Background: an optimization exercise with open tools, aiming at small area. Do not read the settings as production practice.
The RTL was checked by simulation tests, not by an equivalence proof against the original design.
Power is estimated from default activity; no workload was simulated.

## flow/run.sh

```bash
#!/bin/bash
# synth_recipe.tcl (not shown) runs the flow's synth.tcl, then flattens the netlist and writes it again
# the make line also repeats each setting of config.mk as NAME=value (left out here)
make -C /OpenROAD-flow-scripts/flow DESIGN_CONFIG=/design/flow/config.mk WORK_HOME=/design/flow/orfs CLKGATE_MAP_FILE= SYNTH_SCRIPT=/design/flow/synth_recipe.tcl finish
```

## flow/config.mk

```make
export PLATFORM = sky130hd
export DESIGN_NAME = ctrl_microondas
export DESIGN_NICKNAME = ctrl_microondas
export VERILOG_FILES = /design/flow/design.v
export SDC_FILE = /design/flow/constraint.sdc
export NUM_CORES = 4
export LEC_CHECK = 0
export CAP_MARGIN = 20
export CORE_MARGIN = 2
export CORE_UTILIZATION = 40
export SLEW_MARGIN = 20
```

## flow/constraint.sdc

```tcl
create_clock -name core_clock -period 10.0 [get_ports {clock}]
set_input_delay 2.0000 -clock core_clock [delete_from_list [all_inputs] [get_ports {clock}]]
set_output_delay 2.0000 -clock core_clock [all_outputs]
set_load 0.01 [all_outputs]
```

## flow/design.v

```verilog
 module edge_detector
(
  input clock, reset, din,
  output reg rising
);
  reg [16:0] contador;
  reg [1:0] EA;
  always @(posedge clock or posedge reset)
  begin
    if (reset == 1'b1) begin
	  EA <= 2'd0;
      rising <= 1'b0;
	  contador <= 17'd0;
    end
    else begin
      case (EA)
        2'd0 : begin
          if (din == 1'b1) begin
            contador <= 17'd0;
			EA <= 2'd1;
			rising <= 1'b1;
          end
        end
        2'd1 : begin
	      EA <= 2'd2;
	      rising <= 1'b0;
        end	
        default : begin
          if (din == 1'b0 && contador > 130) begin  
            EA <= 2'd0;
		  end
		  else begin
		    contador <= contador + 1;
          end
        end
      endcase
    end
  end
endmodule
module edge_detector_no_count
(
  input clock, reset, din,
  output rising
);
  reg din_reg;
  assign rising = (din_reg == 1'b0 && din == 1'b1) ? 1'b1 : 1'b0;
  always @(posedge clock or posedge reset)
  begin
    if (reset == 1'b1) begin
      din_reg <= 1'b0;
    end
    else begin
      din_reg <= din;
    end
  end
endmodule
module dspl_drv_NexysA7 
#(parameter HALF_MS_COUNT = 50)  
(
  input clock, reset,
  input [5:0] d1, d2, d3, d4, d5, d6, d7, d8,
  output reg [7:0] an, dec_cat
);
  reg ck_1KHz;
  reg [2:0] dig_selection;
  reg [4:0] selected_dig;
  reg [31:0] count_50K;
  wire ck_1KHz_rise = (count_50K == HALF_MS_COUNT-1) && !ck_1KHz;  
  always @(posedge clock or posedge reset)
  begin
    if (reset == 1'b1) begin
      ck_1KHz   <= 1'b0;
      count_50K <= 32'd0;
    end
    else begin
      if (count_50K == HALF_MS_COUNT-1) begin
        ck_1KHz   <= ~ck_1KHz;
        count_50K <= 32'd0;
      end
      else begin
        count_50K <= count_50K + 1;
      end
    end
  end
  always @(posedge clock or posedge reset)
  begin
    if (reset == 1'b1) begin
      dig_selection <= 3'd0;
      selected_dig  <= 5'd0;
      an            <= 8'b11111111;  
    end
    else if (ck_1KHz_rise) begin
      if (dig_selection == 3'b111) begin
        dig_selection <= 3'd0;
      end
      else begin
        dig_selection <= dig_selection + 1;
      end
      case (dig_selection)
        3'd0 : begin
          selected_dig <= d1[4:0];
          an <= {7'b1111111, ~d1[5]};
        end
        3'd1 : begin
          selected_dig <= d2[4:0];
          an <= {6'b111111, ~d2[5], 1'b1};
        end
        3'd2 : begin
          selected_dig <= d3[4:0];
          an <= {5'b11111, ~d3[5], 2'b11};
        end
        3'd3 : begin
          selected_dig <= d4[4:0];
          an <= {4'b1111, ~d4[5], 3'b111};
        end
        3'd4 : begin
          selected_dig <= d5[4:0];
          an <= {3'b111, ~d5[5], 4'b1111};
        end
        3'd5 : begin
          selected_dig <= d6[4:0];
          an <= {2'b11, ~d6[5], 5'b11111};
        end
        3'd6 : begin
          selected_dig <= d7[4:0];
          an <= {1'b1, ~d7[5], 6'b111111};
        end
        default : begin
          selected_dig <= d8[4:0];
          an <= {~d8[5], 7'b1111111};
        end
      endcase
    end
  end
  always @*
  begin
    case (selected_dig[4:1])
      4'h0 : dec_cat[7:1] = 7'b0000001;
      4'h1 : dec_cat[7:1] = 7'b1001111;
      4'h2 : dec_cat[7:1] = 7'b0010010;
      4'h3 : dec_cat[7:1] = 7'b0000110;
      4'h4 : dec_cat[7:1] = 7'b1001100;
      4'h5 : dec_cat[7:1] = 7'b0100100;
      4'h6 : dec_cat[7:1] = 7'b0100000;
      4'h7 : dec_cat[7:1] = 7'b0001111;
      4'h8 : dec_cat[7:1] = 7'b0000000;
      4'h9 : dec_cat[7:1] = 7'b0000100;
      4'hA : dec_cat[7:1] = 7'b0001000;
      4'hB : dec_cat[7:1] = 7'b1100000;
      4'hC : dec_cat[7:1] = 7'b0110001;
      4'hD : dec_cat[7:1] = 7'b1000010;
      4'hE : dec_cat[7:1] = 7'b0110000;
      default : dec_cat[7:1] = 7'b0111000;
    endcase
    dec_cat[0] = ~selected_dig[0];
  end
endmodule
module timer
(
    input start, stop, pause, clock, reset,
    input [6:0] min, sec,
    output done,
    output [7:0] an, dec_cat
);
    parameter HALF_MS_COUNT = 50_000;  
    parameter LIMITESEC = 7'd60;
    parameter LIMITEMIN = 7'd100;
    reg [1:0] EA, PE;
    wire [3:0] sec_u, sec_d, min_u, min_d;
    reg [6:0] count_sec;
    reg [6:0] count_min;
    reg [26:0] clock_count;
    reg ck1seg, done_int;
    wire ck1seg_rise = (clock_count == HALF_MS_COUNT) && !ck1seg;  
    wire  stop_int, pause_int, start_int;
    edge_detector stop_left     (.clock(clock), .reset(reset), .din(stop), .rising(stop_int));
    edge_detector pause_center  (.clock(clock), .reset(reset), .din(pause), .rising(pause_int));
    edge_detector start_right   (.clock(clock), .reset(reset), .din(start), .rising(start_int));                        
    always @(posedge clock or posedge reset)
    begin
        if(reset) begin
            ck1seg <= 0;
            clock_count <= 0;
        end
        else begin
            if (clock_count == HALF_MS_COUNT) begin
                clock_count <= 'd0;
                ck1seg <= ~ck1seg;
            end else begin
                clock_count <= clock_count + 'd1;
            end
        end
    end
    always @(posedge clock or posedge reset)
    begin
        if(reset) begin
            EA <= 'd0;
            done_int<= 'd0;
        end else begin
            case (EA)
                'd0: begin  
                    if(start_int == 'b1) begin
                        EA <= 'd1;
                    end
                end
                'd1: begin  
                    done_int <= 'd0;
                    if(pause_int == 'b1) begin
                        EA <= 'd2;
                    end
                    else if(stop_int == 'b1 || (count_sec == 'd0 && count_min == 'd0)) begin
                        EA <= 'd0;
                        done_int<= 'd1;
                    end 
                end
                'd2: begin  
                    if(pause_int == 'b1 || start_int == 'b1) begin
                        EA <= 'd1;
                    end
                    else if (stop_int == 'b1) begin
                        EA <= 'd0;
                        done_int<= 'd1;
                    end
                end
            endcase
        end
    end
    always @(posedge clock or posedge reset)
    begin
        if(reset) begin
            count_sec <= 'd0;
            count_min <= 'd0;    
        end else if (ck1seg_rise) begin
            if(EA == 'd0) begin
                count_sec <= sec;
                count_min <= min;
                if(min >= LIMITEMIN) begin
                    count_min <= 'd99;
                end else begin
                    count_min <= min;
                end
                if(sec >= LIMITESEC) begin
                    count_sec <= LIMITESEC;
                end 
            end
            if (EA == 'd1) begin
                if(count_sec == 'd0 && count_min >= 'd1) begin
                    count_sec <= 'd59;
                    count_min <= count_min - 'd1;
                end else  begin
                    count_sec <= count_sec - 'd1;
                end
            end
        end
    end
    assign  done = done_int;
    dspl_drv_NexysA7 display(.clock(clock), .reset(reset), .an(an), .dec_cat(dec_cat),  
                             .d1({1'b1, sec_u[3:0], 1'b0}), 
                             .d2({1'b1, sec_d[3:0], 1'b0}), 
                             .d3({1'b1, min_u[3:0], 1'b0}), 
                             .d4({1'b1, min_d[3:0], 1'b0}), 
                             .d5(6'b0), 
                             .d6({1'b1, 5'b0}), 
                             .d7(6'b0), 
                             .d8(6'b0));
    assign sec_u = count_sec % 10;
    assign sec_d = count_sec / 10;
    assign min_u = count_min % 10;
    assign min_d = count_min / 10;
endmodule
module ctrl_microondas
( 
  input clock, reset,
  input start, stop, pause, porta, mais, menos, potencia, sec_mod,
  input [1:0] min_mod,
  input [2:0] presets,
  output [2:0] potencia_rgb,
  output[7:0] an, dec_cat
);
  reg [1:0] EA, potencia_int;
  reg [6:0] min_int, sec_int,potencia_out;
  reg [2:0] potencia_rgb_int;
  integer incremento;
  wire [7:0] dec_cat_timer, pot_cat;
  wire start_int, stop_int, pause_int, mais_int, menos_int, done_int, done_timer, pause_timer, preset_neg, preset_edge;
  assign done = done_int;
  assign potencia_rgb = potencia_rgb_int;
  assign preset_neg = (presets == 'd0) ? 'b1 : 'b0;
  assign dec_cat = (an[5] =='b0)? pot_cat:
                    dec_cat_timer;
  assign pot_cat = (potencia_int == 'd1) ? 8'b11101111 :
                   (potencia_int == 'd2) ? 8'b11111101 :
                   (potencia_int == 'd3) ? 8'b01111111 :
                   'b11111111;
  assign pause_timer = (pause_int && EA == 'd1) || (porta == 'd1 && (EA  == 'd1))||(pause_int && porta =='d0 && EA == 'd2);
  always@(posedge clock or posedge reset) begin 
    if(reset)begin 
        potencia_rgb_int<= 'b000;
    end else begin
        if(potencia_int == 'd1 && EA == 'd1)begin 
          potencia_rgb_int <= 'b001;
        end
        if(potencia_int == 'd2 && EA == 'd1)begin 
          potencia_rgb_int <= 'b010;
        end
        if(potencia_int == 'd3 && EA == 'd1)begin 
          potencia_rgb_int <= 'b100;
        end
        if(EA == 'd0 || EA == 'd2)begin 
          potencia_rgb_int <= 'b000;
        end
    end
  end
  edge_detector stop_left     (.clock(clock), .reset(reset), .din(stop),  .rising(stop_int));
  edge_detector pause_center  (.clock(clock), .reset(reset), .din(pause), .rising(pause_int));
  edge_detector start_right   (.clock(clock), .reset(reset), .din(start), .rising(start_int));                        
  edge_detector mais_up       (.clock(clock), .reset(reset), .din(mais),  .rising(mais_int));                        
  edge_detector menos_down    (.clock(clock), .reset(reset), .din(menos), .rising(menos_int));
  edge_detector_no_count timer_done    (.clock(clock), .reset(reset), .din(done_timer), .rising(done_int));
  edge_detector_no_count preset_detect    (.clock(clock), .reset(reset), .din(preset_neg), .rising(preset_edge));
  timer timer_int (.clock(clock), .reset(reset), .start(start_int && porta == 'd0), .stop(stop_int), .pause(pause_timer ),
                   .min(min_int), .sec(sec_int), .done(done_timer), .an(an), .dec_cat(dec_cat_timer));
  always@(posedge clock or posedge reset) begin
      if(reset) begin
          EA <= 'd0;
      end else begin
          case(EA)
            'd0: begin   
                if(start_int == 'd1 && porta == 'd0) begin
                  EA <= 'd1;
                end
                if(preset_edge == 'd1) begin
                  EA <= 'd3;
                end
            end
            'd1: begin   
                if(pause_int == 'd1 || porta== 'd1) begin
                  EA <= 'd2;
                end
                if(stop_int ==  'd1) begin
                  EA <= 'd3;
                end
                if(done_int == 'd1) begin 
                  EA <= 'd3;
                end
                if(sec_int == 'd0 && min_int == 'd0) begin
                  EA <= 'd0;
                end
            end
            'd2: begin   
                if((pause_int == 'd1 || start_int == 'd1) && porta == 'd0) begin
                  EA <= 'd1;
                end
                if(stop_int == 'd1)begin 
                EA <= 'd3;
                end
            end
            'd3: begin
                EA <= 'd0;
            end
          endcase
      end
  end
    always@(posedge clock or posedge reset) begin
      if(reset)begin
          incremento <= 0;
        end else begin
          if((sec_mod == 'd0 && min_mod == 'd0)||(min_mod == 'd1)) begin
            incremento <= 1;
          end else if((sec_mod == 'd1 && min_mod == 'd0)||(min_mod >='d2)) begin
            incremento <= 10;
          end
        end
    end
    always@(posedge clock or posedge reset) begin
        if(reset)begin
          min_int <= 0;
          sec_int <= 0;
          potencia_int <= 2;
        end else begin
          if(EA == 'd0)begin  
            case(presets)
                'd0:begin  
                  if(potencia == 'd0)begin  
                   if(min_int > 99) begin 
                        min_int <= 'd99;
                      end 
                    if(min_mod == 'd0) begin  
                       if(mais_int == 'd1) begin
                         sec_int <= sec_int + incremento;
                         if(sec_int == 'd59 && incremento == 'd1)begin
                            sec_int <= 'd0;
                            min_int <= min_int + 'd1;
                         end
                         if(sec_int >= 'd50 && incremento == 'd10)begin
                            sec_int <= sec_int % 50;
                            min_int <= min_int + 'd1;
                         end
                       end
                       if(menos_int == 'd1)begin 
                         sec_int <= sec_int - incremento;
                          if(sec_int =='d0 && incremento == 'd1 && min_int == 'd0) begin
                              sec_int <= 'd0;
                          end
                          if(sec_int == 'd0 && incremento == 'd1 && min_int >= 'd1) begin 
                              sec_int <= 'd59;
                              min_int <= min_int - 1;
                          end
                          if(sec_int <= 9 && incremento == 'd10 && min_int >= 'd1 )begin 
                            min_int <= min_int - 1;
                            sec_int <= 'd50 + sec_int;
                          end else if(sec_int <= 10 && incremento == 'd10 && min_int == 0)begin 
                            sec_int <= 'd0;
                          end
                        end
                    end
                    if(min_mod == 'd1 || min_mod == 'd2 || min_mod == 'd3)begin
                      if(mais_int == 'd1) begin
                          min_int <= min_int + incremento;
                      end
                      if(menos_int == 'd1)begin 
                          min_int <= min_int - incremento;
                            if(min_int <= 'd10 && incremento == 'd10)begin 
                              min_int <= 'd0;
                            end else if( min_int <= 'd1 && incremento == 'd1)begin 
                              min_int <= 'd0;
                            end
                      end
                    end    
                  end else if(potencia == 'd1) begin  
                    if(mais_int == 'd1 && potencia_int <= 2)begin
                      potencia_int <= potencia_int + 'd1;
                    end
                    if (menos_int == 'd1 && potencia_int >= 2) begin
                      potencia_int <= potencia_int - 'd1;
                    end
                  end
                end  
                'd1: begin  
                  min_int <= 'd99;
                  sec_int <= 'd30;
                  potencia_int <= 'd1;
                end
                'd2: begin  
                  min_int <= 'd3;
                  sec_int <= 'd30;
                  potencia_int <= 'd2;
                end
                'd4: begin  
                  min_int <= 'd1;
                  sec_int <= 'd15;
                  potencia_int <= 'd3;
                end
            endcase
          end
          if(EA == 'd1)begin  
              if(done_int=='d1)begin 
                sec_int <= 0;
                min_int <= 0;
              end
          end
          if(EA == 'd2)begin  
          end
          if(EA == 'd3) begin
                sec_int <= 0;
                min_int <= 0;
          end
        end
    end
endmodule
```

==> flow_summary.json <==
{
  "critPathLaunchType": "register",
  "hold_depth": 0,
  "path_max_fanout": 6,
  "crit-reg2reg-launch": "timer_int.display.dig_selection[0]$_DFFE_PP0P_",
  "synthCells": 1926,
  "hold_class": "reg2reg",
  "whs_endpoint": "timer_done.din_reg$_DFF_PP0_",
  "drtPass1Iterations": 5,
  "period_minus_slack_ns": 4.52,
  "finalHoldViolCount": 0,
  "grt_usage": 0.181,
  "final_common_cell": "dfrtp_1",
  "cts_tree": "yes",
  "yosys_register_bits": 275,
  "vias": 13997,
  "cp_top_family": "buffers and inverters",
  "htree_levels": 2,
  "die_area_um2": 44200,
  "crit_arrival_ns": 2.52,
  "placementRows": 75,
  "cp_common_cell": "inv_1",
  "cts_setup_buffers": 0,
  "yosysWarnings": 7,
  "grt_pass1_vias": 13423,
  "rrSetupSlack_ns": 5.81,
  "coreArea_um2": 41900,
  "ant_nets": 0,
  "hold_path_startpoint": "timer_int.done_int$_DFFE_PP0P_",
  "synth-main-ff-cell": "dfrtp_1",
  "status": "complete, no violations",
  "clockRootBuffer": "clkbuf_16",
  "synth_area_um2": 17000,
  "avgSynthCellArea_um2": 8.83,
  "maxCapViolations": 0,
  "start_util": 0.405,
  "reg2reg_depth": 14,
  "crit_slowest_cell": "clkdlybuf4s50_1",
  "num-nets-final": 2037,
  "biggestRegsByFlops": "timer_int.display.count_50K x32, timer_int.clock_count x27",
  "grt-ovfl-total": 0,
  "die_w_um": 210,
  "cp-end-kind": "output pin",
  "clock_latency_ns": 0.55,
  "syn_to_final_growth_pct": 11.8,
  "critPathKind": "reg2out",
  "grt_start_max_net_pins": 144,
  "tns_ns": 0,
  "wirelength_mm": 39.2,
  "drt_iter0_markers": 870,
  "cts_buffers": 34,
  "drv_slew": 0,
  "rsz0062_at_grt": "false",
  "synth_edf_count": 0,
  "ir_drop_mv": 0.138,
  "drive_gt1_frac": 0.0601,
  "post-route-period-util": 0.452,
  "dp.final_hpwl_mm": 27.4,
  "grt_antenna_before_repair": 0,
  "reg2reg_to": "timer_int.display.selected_dig[2]$_DFFE_PP0P_",
  "relSlewSlack": 0.329,
  "ys_types": 87,
  "whs_ns": 0.433,
  "skew_ns": 0.0151,
  "synth_seq_area_share": 0.405,
  "cts.sinks": 275,
  "grt_pass1_wl_mm": 66.8,
  "holdBufCountCts": 0,
  "required_ns": 8.00,
  "drc": 0,
  "crit_buf_inv": 3,
  "wl_per_cell_um": 15.7,
  "antenna_cells": 0,
  "fmax_mhz": 221,
  "ctsResizeCount": 0,
  "worst_pin_slew_ns": 1.00,
  "setup_violations": 0,
  "die_h_um": 210,
  "final_cell_mix": "dfrtp_1 (269), nor2_1 (234), a21oi_1 (136)",
  "vias_per_cell": 5.59,
  "powerDensity_nw_per_um2": 218,
  "clk_pin_slew_ns": 0.06,
  "ys_async_sr_fraction": 1.00,
  "largest_register_ffs": 32,
  "place.gp.congestion": 0.946,
  "top_register": "timer_int.display.count_50K",
  "clockBufferDepth": 3,
  "leakage_uw": 0.00822,
  "port_buffers": 29,
  "cpPeakStageDelay_ns": 0.49,
  "io_pins": 34,
  "worstPathCellList": "inv_1 -> ha_1 -> inv_1 -> mux4_2 -> nor2_1 -> a21oi_1 -> clkdlybuf4s50_1"
}
## report_power, final
part / total, uW / internal [uW] / switching (uW)
clock network: 1300 / 792 / 507
registers: 1610 / 1300 / 304
logic: 1240 / 508 / 734
## cell usage after synthesis (52+ instances only)
cell	instances	area (um^2)
nor3_1	55	275
inv_1	102	383
o21ai_0	106	531
a21oi_1	136	681
xor2_1	76	666
ha_1	79	988
dfrtp_1	269	6730
clkbuf_1	52	195
xnor2_1	89	780
nand2_1	134	503
nand3_1	80	400
nor2_1	234	878
## area by class of cell
cell class	count	area, um^2
clock inverter	16	186
sequential	275	6890
fill	3988	22900
tap	539	674
clock buffer	46	1010
multi-input combinational	1488	9500
timing repair buffer	38	370
inverter	102	390
## through the flow
| stage | std cells | total power (uW) | area, um^2 | setup WS [ns] | utilization |
|---|---|---|---|---|---|
| finish | 2504 | 4150 | 19000 | 5.48 | 0.453 |
| global route | 2504 | 4440 | 19000 | 5.31 | 0.453 |
| CTS | 2504 | 4180 | 19000 | 5.42 | 0.453 |
| detailed placement | 2442 | 2850 | 17800 | 5.73 | 0.425 |
| global placement | 2442 | 2820 | 17800 | 5.80 | 0.425 |
| floorplan | 1929 | 2490 | 17000 | 0.430 | - |
## cells by family (layout without fill, tap and decap cells)
| group | count (synthesis) | count (layout) | synth area share |
|---|---|---|---|
| buffers and inverters | 166 | 202 | 0.0381 |
| xor gates and xnor gates | 165 | 165 | 0.0850 |
| and+or+nand+nor | 771 | 771 | 0.226 |
| DFF | 275 | 275 | 0.405 |
| other | 1 | 4 | 0.000221 |
| AOI/OAI and AO/OA | 430 | 430 | 0.160 |
| muxes | 34 | 34 | 0.0218 |
| adders and majority gates | 84 | 84 | 0.0634 |
## per-layer routing
layer,GRT usage,up-vias,share of wire
met2,0.282,285,0.44
met3,0.0352,58,0.047
li1,-,6893,-
met5,0,-,0
met1,0.257,6761,0.49
met4,0.0518,0,0.021
## worst max-delay path by stage
stage	startpoint	to	slack, ns	depth (start not counted)
floorplan	reset	EA[0]$_DFFE_PP0P_	0.43	1
global placement	min_mod[0]	sec_int[5]$_DFF_PP0_	5.80	7
detailed placement	min_mod[0]	sec_int[5]$_DFF_PP0_	5.73	7
CTS	timer_int.display.selected_dig[1]$_DFFE_PP0P_	dec_cat[4]	5.42	7
global route	timer_int.display.selected_dig[1]$_DFFE_PP0P_	dec_cat[4]	5.31	7
finish	timer_int.display.selected_dig[1]$_DFFE_PP0P_	dec_cat[4]	5.48	7

==> afterwards: timing with drivers on the ports <==
The flow's constraints put no driver on any port. The routed layout listed below was extracted and timed again, unchanged, in two steps. Step 1: set_driving_cell puts a clkbuf_16 on clock and a buf_2 on each other input, an assumption about the parent block. Step 2 times the ports against the registers' clock, not the clock port: input delays grow and output delays shrink by t, the midpoint of the rising clock arrivals with the driver on. a / b / c = no drivers / after step 1 / after step 2; a / b = the first two.
t (ns): 0.597
slack for setup (ns): 5.478 / 5.422 / 5.712
worst register clock-pin slew, ns: 0.06 / 0.06
After both steps setup and hold are still met in this run. For this run, drivers alone change the setup slack by -0.056 ns; drivers and shift together by +0.234 ns.
